Context: an optimization exercise on an open-source flow, tuned for small area and a short achievable clock period. The choices shown serve that exercise and are no tape-out recipe. Function was checked by simulation only, so behaviour that the tests miss may differ from the original. Power figures rest on the tool's default switching activity, not on a simulated workload.

## flow/design.v (module list and top-level ports; edited modules follow where they fit)
// module naive_dot: 12346 lines
// module fa: 4 lines
// module ha: 4 lines
module naive_dot #(
    parameter N = 128,
    parameter WEIGHT_WIDTH = 4,
    parameter ACT_WIDTH = 4
)(
    input                        clk,
    input                        rst,
    input                        start,
    input [N*WEIGHT_WIDTH-1 : 0] i_weights_flat,
    input [N*ACT_WIDTH-1 : 0]    i_acts_flat,
    output reg                   done,
    output reg [15:0]            result
);
  // ...
==> flow/flow/run.sh <==
#!/bin/bash
cp standard.sh standard_sh.txt
bash standard.sh BUFFER_PORTS_ARGS="-buffer_cell sky130_fd_sc_hd__buf_1" REMOVE_ABC_BUFFERS=1 finish > standard.log 2>&1
==> flow/standard.sh <==
#!/bin/bash
# synth_recipe.tcl (not shown) runs the flow's synth.tcl, then flattens the netlist and writes it again
# the make line also repeats each setting of config.mk as NAME=value (left out here)
make -C /OpenROAD-flow-scripts/flow DESIGN_CONFIG=/design/flow/config.mk WORK_HOME=/design/flow/orfs CLKGATE_MAP_FILE= SYNTH_SCRIPT=/design/flow/synth_recipe.tcl "${@:-finish}"
==> flow/config.mk <==
export PLATFORM = sky130hd
export DESIGN_NAME = naive_dot
export DESIGN_NICKNAME = naive_dot
export VERILOG_FILES = /design/flow/design.v
export SDC_FILE = /design/flow/constraint.sdc
export NUM_CORES = 4
export LEC_CHECK = 0
export CAP_MARGIN = 20
export CORE_MARGIN = 2
export CORE_UTILIZATION = 60
export SETUP_SLACK_MARGIN = 2.3
export SLEW_MARGIN = 20
export SYNTH_HIERARCHICAL = 1
export SYNTH_MINIMUM_KEEP_SIZE = 0
==> flow/constraint.sdc <==
create_clock -name core_clock -period 4.5 [get_ports {clk}]
set_input_delay 0.9000 -clock core_clock [delete_from_list [all_inputs] [get_ports {clk}]]
set_output_delay 0.9000 -clock core_clock [all_outputs]
set_load 0.01 [all_outputs]
==> out/results.tsv, run 1 <==
stage	metric	value	unit
yosys	synth-xor-area-share	0	%
power_and_ir_drop	powerDensity	786	nW/µm²
setup_path	r2r_slack	2250	ps
setup_path	critPathRequiredTime	5100	ps
cts	cts_root_buf	clkbuf_16	
final_layout	largest_reg_flops	15	
power_and_ir_drop	p_switching	29300	µW
setup_path	cp_cell_sequence	buf_1, nand2_1, fa_1, fa_2, fa_2	
job	max_cap_viol_count	0	
cts	post-cts-setup-buffers	0	
power_and_ir_drop	p_sw_share	45.0	%
setup_path	timing.rr.start	r1_s2769	
yosys	synth_area_leaders	fa_1, dfxtp_1, and2_1, nand2_1, inv_1	
sta	finalCritPeriodShare	50.6	%
global_route	groute.usage.overall	44.3	%
routing	routed.top_layer	met5	
sta	rsz0062_at_grt	true	
outcome	status	finished clean	
global_route	grt_antenna_before_repair	45	
hold_path	min_to	result[11]	
global_route	grtUsageMet1	57.7	%
final_layout	fin_nets	9415	
routing	ant_nets	0	
final_layout	num-nonclk-buffers	1043	
yosys	synth_top_cell_area_share	56.6	%
global_route	grt_pass1_vias	51400	
power_and_ir_drop	p_int	35900	µW
final_layout	stdcell_area	83000	µm²
sta	worst_slack	2220	ps
cts	cts_buffer_depth	3	
yosys	synth_common_cells	fa_1, nand2_1, dfxtp_1	
yosys	synth_warnings	7	
sta	final_hold_viol_count	0	
yosys	synth_edf_count	0	
die	die_w	350	µm
==> run 2, diff against run 1 <==
--- a/flow/config.mk
+++ b/flow/config.mk
@@ -9,3 +9,4 @@
 export CORE_MARGIN = 2
-export CORE_UTILIZATION = 60
+export CORE_UTILIZATION = 55
+export CTS_BUF_LIST = sky130_fd_sc_hd__clkbuf_4
 export SETUP_SLACK_MARGIN = 2.3
==> run 2 against run 1 <==
Compared with the run above: synthesized cell count stayed put; non-clock buffer count rose by 3; global-route usage shrank 2.5 points; critical endpoint is now result[10]; largest cell class unchanged.
==> out/results.tsv, run 2 <==
stage	metric	value	unit	change
setup_path	cpMaxStageDelayCell	dfxtp_4		
setup_path	cp-startpoint	result[10]		
placement	gp_congestion	1.02		
final_layout	final_cell_mix	fa_1, nand2_1, buf_1		
setup_path	critPathTopFamily	flip-flops		
global_route	grt_antenna_before_repair	27		-40%
routing	ant_nets	0		unchanged
cts	cts_root_buf	clkbuf_4		
hold_path	hp-start	i_weights_flat[508]		
die	fp.dieH	366	µm	
cts	clk_pin_slew_worst_paths	60	ps	
yosys	ys_seq_area_share	29.5	%	
final_layout	reg.largest.list	result x15, vld x6		
routing	vias	46200		
cts	clock_latency	1200	ps	
setup_path	ff2ff_path_depth	3		
yosys	synth-xor-area-share	0	%	unchanged
setup_path	cp-start-kind	register		
yosys	synth_top_cell_area_share	56.6	%	unchanged
sta	tightest_slew	667	ps	
routing	drc	0		
power_and_ir_drop	p_sw_share	45.4	%	+0.46 points
yosys	synthAdderAreaFrac	56.8	%	
routing	initialDrtViolationCount	4278		
cts	cts_buffers	293		
final_layout	drive_gt1_share	8.40	%	
routing	vias_per_cell	5.45		
hold_path	holdPathStages	3		
die	rows	132		
setup_path	worst-path-stages	1		
setup_path	cp_slowest_stage_delay	370	ps	
final_layout	final_common_cell	fa_1		
die	die_w	366	µm	+4.4%
sta	fmax	386	MHz	
die	ios	1044		
cts	cts.htree.levels	5		
yosys	synth_flop_cell	dfxtp_1		
sta	fin_skew	109	ps	
yosys	synth_compound_area_share	0	%	
setup_path	critPathRequiredTime	3600	ps	-1500 ps
job	max_cap_viol_count	0		unchanged
routing	avgRoutedWirePerCell	31.8	µm	
sta	setup_viol	0		
power_and_ir_drop	powerDensity	778	nW/µm²	-1.0%
sta	final.setup.tns	0	ps	
die	core_area	130000	µm²	
placement	port_buffers	1043		
yosys	synth_common_cells	fa_1, nand2_1, dfxtp_1		
power_and_ir_drop	p_switching	28900	µW	-1.4%
yosys	synth_warnings	7		unchanged
die	die-area	134000	µm²	
setup_path	critical_path_buf_inv_count	1		
global_route	grt_pass1_wl	374	mm	
global_route	grt_max_degree	17		
power_and_ir_drop	peakVddDrop	0.522	mV	
yosys	synth_cells	5198		
placement	dpl.hpwl	243	mm	
power_and_ir_drop	p_int	34800	µW	-3.2%
sta	relSlewSlack	55.5	%	
hold_path	hold_path_class	primary input to register		
yosys	syn_area_per_cell	13.8	µm²	
final_layout	final_util	63.1	%	
final_layout	regMostFlops	result		
sta	period_needed	2590	ps	
routing	first_pass_iters	6		
routing	wl	269	mm	
final_layout	area_delta_synth_final	13.8	%	
yosys	synth_top_family_by_area	adder cells		
yosys	yosys.area_share.simple	13.5	%	
setup_path	path_max_fanout	1		
cts	cts_tree	yes		
yosys	async_flop_share	0	%	
power_and_ir_drop	leakage	0.0311	µW	
setup_path	criticalPathCategory	register to output pin		
setup_path	timing.rr.start	r1_s2773		
yosys	yosysUniqueCellTypes	8		
cts	cts_buffer_depth	4		+1
die	initial_utilization	55.4	%	
sta	final_hold_viol_count	0		unchanged
global_route	grt_overflow_total	0		
setup_path	cp_cell_sequence	buf_6		
global_route	grt_pass1_vias	52400		+2.0%
sta	drv_slew	0		
yosys	ys_ff_latch	1060		
yosys	synth_top_area_cell	fa_1		
yosys	netlist_area	71900	µm²	
yosys	synth.most_common_cell	fa_1		
outcome	status	finished clean		
power_and_ir_drop	p_seq_share	28.1	%	
sta	finalCritPeriodShare	57.6	%	+7.0 points
setup_path	cp.arrival	1690	ps	
global_route	groute.usage.overall	41.7	%	-2.5 points
final_layout	largest_reg_flops	15		unchanged
setup_path	crit_path_end_kind	output pin		
final_layout	fin_nets	9609		+2.1%
sta	rsz0062_at_grt	true		
power_and_ir_drop	combPwrFrac	58.8	%	
yosys	synth_area_leaders	fa_1, dfxtp_1, and2_1, nand2_1, inv_1		
yosys	synth_mux_area_share	0	%	
yosys	synth_edf_count	0		unchanged
power_and_ir_drop	clkPwrFrac	13.1	%	
cts	clock-sinks	1060		
run 2: cell counts after synthesis:
Identical to the previous run, type by type.
run 2: logic make-up (layout without fill, tap and decap cells):
family                   Yosys count  count (layout)
AND/OR/NAND/NOR                 2055            2055
adder cells (fa/ha/maj)         2044            2044
flip-flops                      1060            1060
buffers and inverters             39            1542
other                              0              25
run 2: timing repair:
item                       in CTS  in global routing
setup endpoints to repair      66                 46
resized for setup             127                 39
pin swaps                      14                 16
hold buffers                    3                  0
hold endpoints to repair        7                  0
setup buffers                   0                  0
run 2: power by group through the flow:
stage	Sequential [µW]	Clock, µW	Combinational, µW
CTS	17900	8390	36600
finish	17900	8320	37500
global placement	17900	0	35200
global route	18200	8930	39800
floorplan	16600	0	17700
detailed placement	17900	0	35800
run 2: Yosys stat by module (local to each module, per instance):
| module | flops+latches | copies in the design |
|---|---|---|
| ha | 0 | 1 |
| fa | 0 | 2033 |
| naive_dot | 1060 | 1 |
run 2: final cells by class:
class	count	area (µm²)
fillers	10400	47800
flip-flops and latches	1060	21300
clock buffers	399	3000
clock inverters	59	378
inverters	38	143
diodes	25	62.6
well taps	1742	2180
multi-input cells	4099	50700
repair buffers	1046	4070
run 2: final timing paths:
kind	to	slack [ps]
max	result[10]	1910
min	r1_s2133	230
max reg2reg	r2_s4921	2270
min reg2reg	result[11]	290
run 2: layer usage:
layer | up-vias | GRT usage [%] | wire, µm
met4 | 10 | 18.4 | 12900
met2 | 2535 | 66.8 | 130000
met5 | - | 0 | 68
met3 | 503 | 10.6 | 24600
met1 | 24600 | 54.5 | 101000
li1 | 18500 | - | -
run 2: through the flow:
stage | area (µm²) | power, µW | hold WS, ps | cells | setup slack (ps)
3_3_place_gp | 78000 | 53100 | 310 | 7982 | 1320
2_1_floorplan | 71900 | 34300 | 310 | 5197 | 1890
6_report | 81800 | 63700 | 226 | 8468 | 1910
5_1_grt | 81800 | 67000 | 118 | 8463 | 1780
4_1_cts | 81700 | 62800 | 95.7 | 8443 | 1780
3_5_place_dp | 78000 | 53800 | 312 | 7982 | 1340
==> run 3, diff against run 2 <==
--- a/flow/config.mk
+++ b/flow/config.mk
@@ -10,3 +10,2 @@
 export CORE_UTILIZATION = 55
-export CTS_BUF_LIST = sky130_fd_sc_hd__clkbuf_4
 export SETUP_SLACK_MARGIN = 2.3
==> run 3 against run 2 <==
Compared with the run above: critical path depth is 2 higher; critical endpoint is now r2_s4921; worst setup slack improved by 340 ps; routed wire length decreased by 0.25%; register-to-register slack lost 20 ps; power is 1.8% higher; sequential power about the same; final area rose by 1.2%; worst hold slack better by 95 ps; highest routed layer unchanged; still clean.
==> out/results.tsv, run 3 <==
stage	metric	value	unit	change
outcome	status	finished clean		
yosys	synth.most_common_cell	fa_1		
placement	placed_cell_area	78000	µm²	unchanged
final_layout	drive_gt1_share	11.9	%	+3.5 points
yosys	yosysUniqueCellTypes	8		unchanged
die	ios	1044		unchanged
global_route	grt_pass1_vias	50700		-3.3%
sta	tightest_slew	517	ps	-149 ps
cts	post-cts-setup-buffers	0		unchanged
yosys	synth_compound_area_share	0	%	unchanged
final_layout	final_common_cell	fa_1		
cts	cts_tree	yes		
global_route	groute.usage.overall	41.5	%	-0.22 points
sta	rsz0062_at_grt	true		
routing	first_pass_iters	6		unchanged
setup_path	criticalPathCategory	register to register		
yosys	yosys.area_share.simple	13.5	%	unchanged
setup_path	cp.arrival	2820	ps	+1130 ps
sta	setup_viol	0		unchanged
cts	cts_buffer_depth	3		-1
final_layout	largest_reg_flops	15		unchanged
sta	final.setup.tns	0	ps	unchanged
global_route	grtUsageMet1	55.1	%	+0.60 points
yosys	synth_edf_count	0		unchanged
placement	dpl.hpwl	243	mm	unchanged
routing	drc	0		unchanged
yosys	synth_top_area_cell	fa_1		
global_route	grt_antenna_before_repair	20		-26%
setup_path	cp-start-kind	register		
sta	fmax	444	MHz	+15%
global_route	gr-max-usage-layer	met2		
global_route	grt_overflow_total	0		unchanged
sta	finalCritPeriodShare	50.0	%	-7.5 points
sta	drv_slew	0		unchanged
cts	cts_root_buf	clkbuf_16		
global_route	grt_use_met3	9.00	%	-1.6 points
routing	initialDrtViolationCount	4182		-2.2%
job	max_cap_viol_count	0		unchanged
setup_path	timing.rr.start	r1_s2769		
die	initial_utilization	55.4	%	unchanged
global_route	grt_pass1_wl	372	mm	-0.58%
setup_path	cpMaxStageDelayCell	fa_2		
cts	clock-sinks	1060		unchanged
final_layout	stdcell_area	82800	µm²	+1.2%
placement	dpl.cell_count	7982		unchanged
placement	port_buffers	1043		unchanged
die	core_area	130000	µm²	unchanged
routing	avgRoutedWirePerCell	32.8	µm	+3.2%
sta	period_needed	2250	ps	-340 ps
setup_path	crit_top_cell	fa_2		
final_layout	reg.largest.list	result x15, vld x6		
yosys	syn_area_per_cell	13.8	µm²	unchanged
die	die_w	366	µm	unchanged
setup_path	cp_slowest_stage_delay	690	ps	+320 ps
routing	wl	268	mm	-0.25%
sta	relSlewSlack	65.5	%	+10 points
yosys	netlist_area	71900	µm²	unchanged
setup_path	cp_cell_sequence	fa_2, fa_2, fa_1		
yosys	ys_seq_area_share	29.5	%	unchanged
sta	fin_skew	45.6	ps	-63.7 ps
yosys	synth_warnings	7		unchanged
yosys	synth_cells	5198		unchanged
yosys	ys_ff_latch	1060		unchanged
routing	ant_nets	0		unchanged
sta	whs	321	ps	+94.7 ps
sta	worst_slack	2250	ps	+340 ps
final_layout	area_delta_synth_final	15.2	%	
global_route	grt_max_degree	17		unchanged
die	rows	132		unchanged
cts	clock_latency	740	ps	-460 ps
final_layout	regMostFlops	result		
power_and_ir_drop	peakVddDrop	0.528	mV	+1.0%
yosys	synth_mux_area_share	0	%	unchanged
global_route	grt_use_met2	66.7	%	about the same
setup_path	critPathRequiredTime	5070	ps	+1470 ps
cts	cts_buffers	106		-64%
yosys	synth-xor-area-share	0	%	unchanged
die	die-area	134000	µm²	unchanged
setup_path	crit_path_end_kind	register		
yosys	synth_common_cells	fa_1, nand2_1, dfxtp_1		
die	fp.dieH	366	µm	unchanged
power_and_ir_drop	leakage	0.0313	µW	+0.74%
sta	final_hold_viol_count	0		unchanged
placement	place_ws	1340	ps	unchanged
yosys	synthAdderAreaFrac	56.8	%	unchanged
yosys	synth_area_leaders	fa_1, dfxtp_1, and2_1, nand2_1, inv_1		
routing	vias	45200		-2.2%
final_layout	fin_nets	9419		-2.0%
final_layout	final_cell_mix	fa_1, nand2_1, dfxtp_1		
cts	clk_pin_slew_worst_paths	60	ps	about the same
yosys	async_flop_share	0	%	unchanged
power_and_ir_drop	powerDensity	783	nW/µm²	+0.65%
yosys	synth_flop_cell	dfxtp_1		
routing	vias_per_cell	5.52		+1.1%
setup_path	cp-startpoint	r1_s2769		
yosys	synth_top_family_by_area	adder cells		
placement	gp_congestion	1.02		unchanged
yosys	synth_top_cell_area_share	56.6	%	unchanged
hold_path	hold_path_class	register to register		
cts	cts.htree.levels	3		-2
final_layout	instances_no_fill	8189		-3.3%
hold_path	hp-start	r4_s6025		
setup_path	path_max_fanout	1		unchanged
==> run 3: changes by cell type in the layout (fill, tap and decap cells not counted), moves of 45 or more <==
cell / change
clkbuf_16: +106
clkbuf_2: +200
clkbuf_4: -399
fa_1: -220
fa_2: +220
buf_1: -229
buf_2: +45
==> run 3: final cells by class <==
type / instances / area (µm²)
timing repair buffer: 1043 / 4220
fill: 10200 / 46900
clock buffer: 141 / 2970
inverter: 38 / 143
antenna: 12 / 30.0
sequential: 1060 / 21300
tap: 1742 / 2180
multi-input combinational: 4099 / 51300
clock inverter: 54 / 689
==> run 3: final timing paths <==
path	end	slack [ps]	cells after the start
min reg2reg	r5_r4_s6025	320	0
min	r5_r4_s6025	320	0
max	r2_s4921	2250	3
max reg2reg	r2_s4921	2250	3
==> run 3: modules after synthesis, one instance, submodules excluded <==
module / cell area [µm²] / flip-flops and latches / cells
ha: 12.5 / 0 / 1
fa: 20.0 / 0 / 1
naive_dot: 31200 / 1060 / 3164
==> run 3: layer usage <==
metal,share of wire (%),vias up
met5,0.024,-
met4,5.4,10
met3,9.1,551
met2,48,2443
met1,38,24100
li1,-,18000
==> run 3: worst max-delay path, delay by kind of cell (launching register included) <==
kind	cells	cell delay (ps)
flops	1	320
fa+ha+maj	3	1760
==> run 3: timing repair <==
action / CTS / global route
cloned: 0 / 0
endpoints found under the setup margin: 165 / 192
hold buffers: 0 / 0
resized for setup: 227 / 361
pin swaps: 52 / 111
==> run 3: logic make-up (layout without fill, tap and decap cells) <==
family,after synthesis,count (layout)
simple gates,2055,2055
fa+ha+maj,2044,2044
flops,1060,1060
buf+inv,39,1276
other cells,0,12
==> run 3: through the flow <==
stage	util [%]	power, µW
global placement	60.1	53100
detailed placement	60.1	53800
CTS	63.3	63900
floorplan	-	34300
global route	63.8	67900
finish	63.8	64800
==> run 3: report_power, final <==
part	leakage, µW	total [µW]	internal, µW	switching, µW
sequential	0.00891	17900	14700	3180
combinational	0.0207	37700	15800	21900
clock	0.00178	9290	5230	4060
==> run 4, diff against run 3 <==
--- a/flow/config.mk
+++ b/flow/config.mk
@@ -10,2 +10,3 @@
 export CORE_UTILIZATION = 55
+export CTS_BUF_LIST = sky130_fd_sc_hd__clkbuf_4 sky130_fd_sc_hd__clkbuf_8 sky130_fd_sc_hd__clkbuf_16
 export SETUP_SLACK_MARGIN = 2.3
==> run 4 against run 3 <==
Compared with the run above: global-route usage barely moved; largest cell class unchanged; clock skew rose by 0.84 ps; final cell count barely moved; worst hold slack barely moved; synthesized cell count did not move.
==> out/results.tsv, run 4 <==
stage	metric	value	unit	change
yosys	synth_cells	5198		unchanged
setup_path	cp-start-kind	register		
placement	dpl.cell_count	7982		unchanged
sta	worst_slack	2230	ps	-14.9 ps
yosys	ys_seq_area_share	29.5	%	unchanged
power_and_ir_drop	combPwrFrac	58.0	%	about the same
setup_path	crit_path_end_kind	register		
sta	final.setup.tns	0	ps	unchanged
yosys	yosysUniqueCellTypes	8		unchanged
yosys	synth_common_cells	fa_1, nand2_1, dfxtp_1		
global_route	groute.usage.overall	41.5	%	about the same
yosys	yosys.area_share.simple	13.5	%	unchanged
final_layout	fin_nets	9419		unchanged
routing	wl	268	mm	about the same
die	rows	132		unchanged
sta	tightest_slew	556	ps	+38.5 ps
sta	setup_viol	0		unchanged
yosys	synth_flop_cell	dfxtp_1		
yosys	synth.most_common_cell	fa_1		
final_layout	regMostFlops	result		
yosys	synth_warnings	7		unchanged
die	die-area	134000	µm²	unchanged
sta	drv_slew	0		unchanged
job	max_cap_viol_count	0		unchanged
power_and_ir_drop	clkPwrFrac	14.5	%	+0.2 points
yosys	synth_edf_count	0		unchanged
placement	place_ws	1340	ps	unchanged
sta	fmax	441	MHz	-0.66%
global_route	grt_pass1_wl	372	mm	about the same
die	die_w	366	µm	unchanged
global_route	grt_overflow_total	0		unchanged
global_route	grt_pass1_vias	50700		+0.083%
power_and_ir_drop	powerDensity	783	nW/µm²	about the same
sta	finalCritPeriodShare	50.3	%	+0.33 points
yosys	synth_area_leaders	fa_1, dfxtp_1, and2_1, nand2_1, inv_1		
die	fp.dieH	366	µm	unchanged
yosys	synth_top_area_cell	fa_1		
final_layout	reg.largest.list	result x15, vld x6		
power_and_ir_drop	finalPower	64900	µW	about the same
yosys	synth_top_family_by_area	adder cells		
cts	clk_pin_slew_worst_paths	60	ps	about the same
sta	relSlewSlack	62.9	%	-2.6 points
sta	fin_skew	46.4	ps	+0.842 ps
routing	vias	45200		+0.042%
final_layout	instances_no_fill	8190		+0.012%
yosys	synth_mux_area_share	0	%	unchanged
sta	final_hold_viol_count	0		unchanged
power_and_ir_drop	p_switching	29100	µW	about the same
cts	clock-sinks	1060		unchanged
yosys	synthAdderAreaFrac	56.8	%	unchanged
yosys	netlist_area	71900	µm²	unchanged
cts	clock_latency	740	ps	about the same
cts	cts_buffer_depth	3		unchanged
setup_path	cp.arrival	2830	ps	about the same
routing	drc	0		unchanged
setup_path	criticalPathCategory	register to register		
power_and_ir_drop	p_int	35800	µW	+0.21%
power_and_ir_drop	leakage	0.0314	µW	+0.25%
yosys	synth-xor-area-share	0	%	unchanged
setup_path	ff2ff_path_depth	3		unchanged
die	core_area	130000	µm²	unchanged
cts	cts_hold_buf	0		unchanged
final_layout	drive_gt1_share	12.4	%	+0.48 points
global_route	grt_max_degree	17		unchanged
final_layout	final_common_cell	fa_1		
cts	cts.htree.levels	3		unchanged
hold_path	hp-start	r4_s6025		
yosys	syn_area_per_cell	13.8	µm²	unchanged
cts	cts_root_buf	clkbuf_16		
routing	initialDrtViolationCount	4081		-2.4%
yosys	synth_top_cell_area_share	56.6	%	unchanged
power_and_ir_drop	p_sw_share	44.8	%	-0.070 points
final_layout	area_delta_synth_final	15.3	%	
placement	dpl.hpwl	243	mm	unchanged
cts	post-cts-setup-buffers	0		unchanged
final_layout	final_cell_mix	fa_1, nand2_1, dfxtp_1		
power_and_ir_drop	peakVddDrop	0.552	mV	+4.6%
yosys	ys_ff_latch	1060		unchanged
die	ios	1044		unchanged
yosys	synth_compound_area_share	0	%	unchanged
cts	cts_tree	yes		
global_route	grt_antenna_before_repair	22		+10%
die	initial_utilization	55.4	%	unchanged
setup_path	critPathRequiredTime	5070	ps	about the same
sta	rsz0062_at_grt	true		
cts	cts_buffers	106		unchanged
placement	gp_congestion	1.02		unchanged
yosys	async_flop_share	0	%	unchanged
sta	period_needed	2270	ps	+14.9 ps
hold_path	holdPathStages	0		unchanged
final_layout	largest_reg_flops	15		unchanged
power_and_ir_drop	p_seq_share	27.5	%	about the same
placement	port_buffers	1043		unchanged
hold_path	hold_path_class	register to register		
routing	vias_per_cell	5.52		about the same
routing	ant_nets	0		unchanged
routing	avgRoutedWirePerCell	32.7	µm	about the same
setup_path	cp-startpoint	r1_s2769		
setup_path	path_max_fanout	1		unchanged
routing	first_pass_iters	6		unchanged
outcome	status	finished clean		
setup_path	timing.rr.start	r1_s2769		
[run 4: cell counts after synthesis]
Identical to the previous run, type by type.
[run 4: per-layer routing]
layer | share of wire, % | track usage (%)
met3 | 9.2 | 9.70
met1 | 38 | 54.6
met5 | 0.024 | 0
met2 | 48 | 66.5
met4 | 5.7 | 18.5
[run 4: layout make-up]
cell class              instances  area [µm²]
diodes                         13        32.5
clock buffers                 141        3030
clock inverters                54         689
fillers                     10200       46800
inverters                      38         143
multi-input cells            4099       51300
flip-flops and latches       1060       21300
well taps                    1742        2180
repair buffers               1043        4230
[run 4: path summary, 6_finish.rpt]
check / to / slack (ps)
setup / recovery: r2_s4921 / 2230
hold / removal: r5_r4_s6025 / 320
hold reg to reg: r5_r4_s6025 / 320
setup reg to reg: r2_s4921 / 2230
[run 4: cells by family (layout without fill, tap and decap cells)]
family / after synthesis / count (layout)
buf+inv: 39 / 1276
flops: 1060 / 1060
simple gates: 2055 / 2055
other cells: 0 / 13
fa+ha+maj: 2044 / 2044
[run 4: stage by stage]
| step | util, % | area, µm² | hold WS (ps) |
|---|---|---|---|
| 2_1_floorplan | - | 71900 | 310 |
| 3_3_place_gp | 60.1 | 78000 | 310 |
| 3_5_place_dp | 60.1 | 78000 | 312 |
| 4_1_cts | 63.4 | 82200 | 322 |
| 5_1_grt | 63.9 | 82800 | 330 |
| 6_report | 63.9 | 82900 | 320 |
[run 4: power by group through the flow]
stage	registers [µW]	clock network, µW	logic (µW)
floorplan	16600	0	17700
global placement	17900	0	35200
detailed placement	17900	0	35800
CTS	17800	9400	36700
global route	18200	9770	40100
finish	17900	9380	37700
[run 4: per-module statistics from Yosys, one instance, submodules excluded]
module     area (µm²)  cells inside  times used  flops+latches
fa               20.0             1        2033              0
ha               12.5             1           1              0
naive_dot       31200          3164           1           1060
[run 4: what timing repair did]
action                                  CTS  global route
gates resized for setup                 226           377
cloned                                    0             0
pin swaps                                53           114
endpoints found under the setup margin  165           195
[run 4: worst max-delay path, cell delays in order, from the launching register on]
cell and delay [ps]:
dfxtp_1 320, fa_2 690, fa_2 580, fa_1 500

separate check: timing with driven ports:
In the flow no input, the clock included, has a driving cell. The finished layouts below were timed again as built, in two steps.
Step 1 (the two cells are an assumption about what drives the block):
set clk [get_ports {clk}]
set_driving_cell -lib_cell sky130_fd_sc_hd__clkbuf_16 $clk
set_driving_cell -lib_cell sky130_fd_sc_hd__buf_2 [delete_from_list [all_inputs] $clk]
Step 2 also shifts input and output timing later by t, the mid clock arrival at the registers, as if the neighbouring blocks saw the same clock.
a / b / c = no drivers / after step 1 / after step 2; a / b = the first two.
run	shift t [ns]	setup WS [ns]	clock arrival spread, ns	worst data-port slew with drivers (ns)
run 1	0.786	2.225 / 2.218 / 1.432	0.051 / 0.051	0.15
run 2	1.232	1.910 / 1.824 / 1.253	0.116 / 0.115	0.12
run 3	0.807	2.250 / 2.242 / 1.514	0.052 / 0.052	0.12
run 4	0.807	2.235 / 2.235 / 1.507	0.049 / 0.050	0.12
After both steps every run listed still meets setup and hold. For run 1, which loses most, drivers alone change the setup slack by -0.007 ns; drivers and shift together by -0.793 ns.
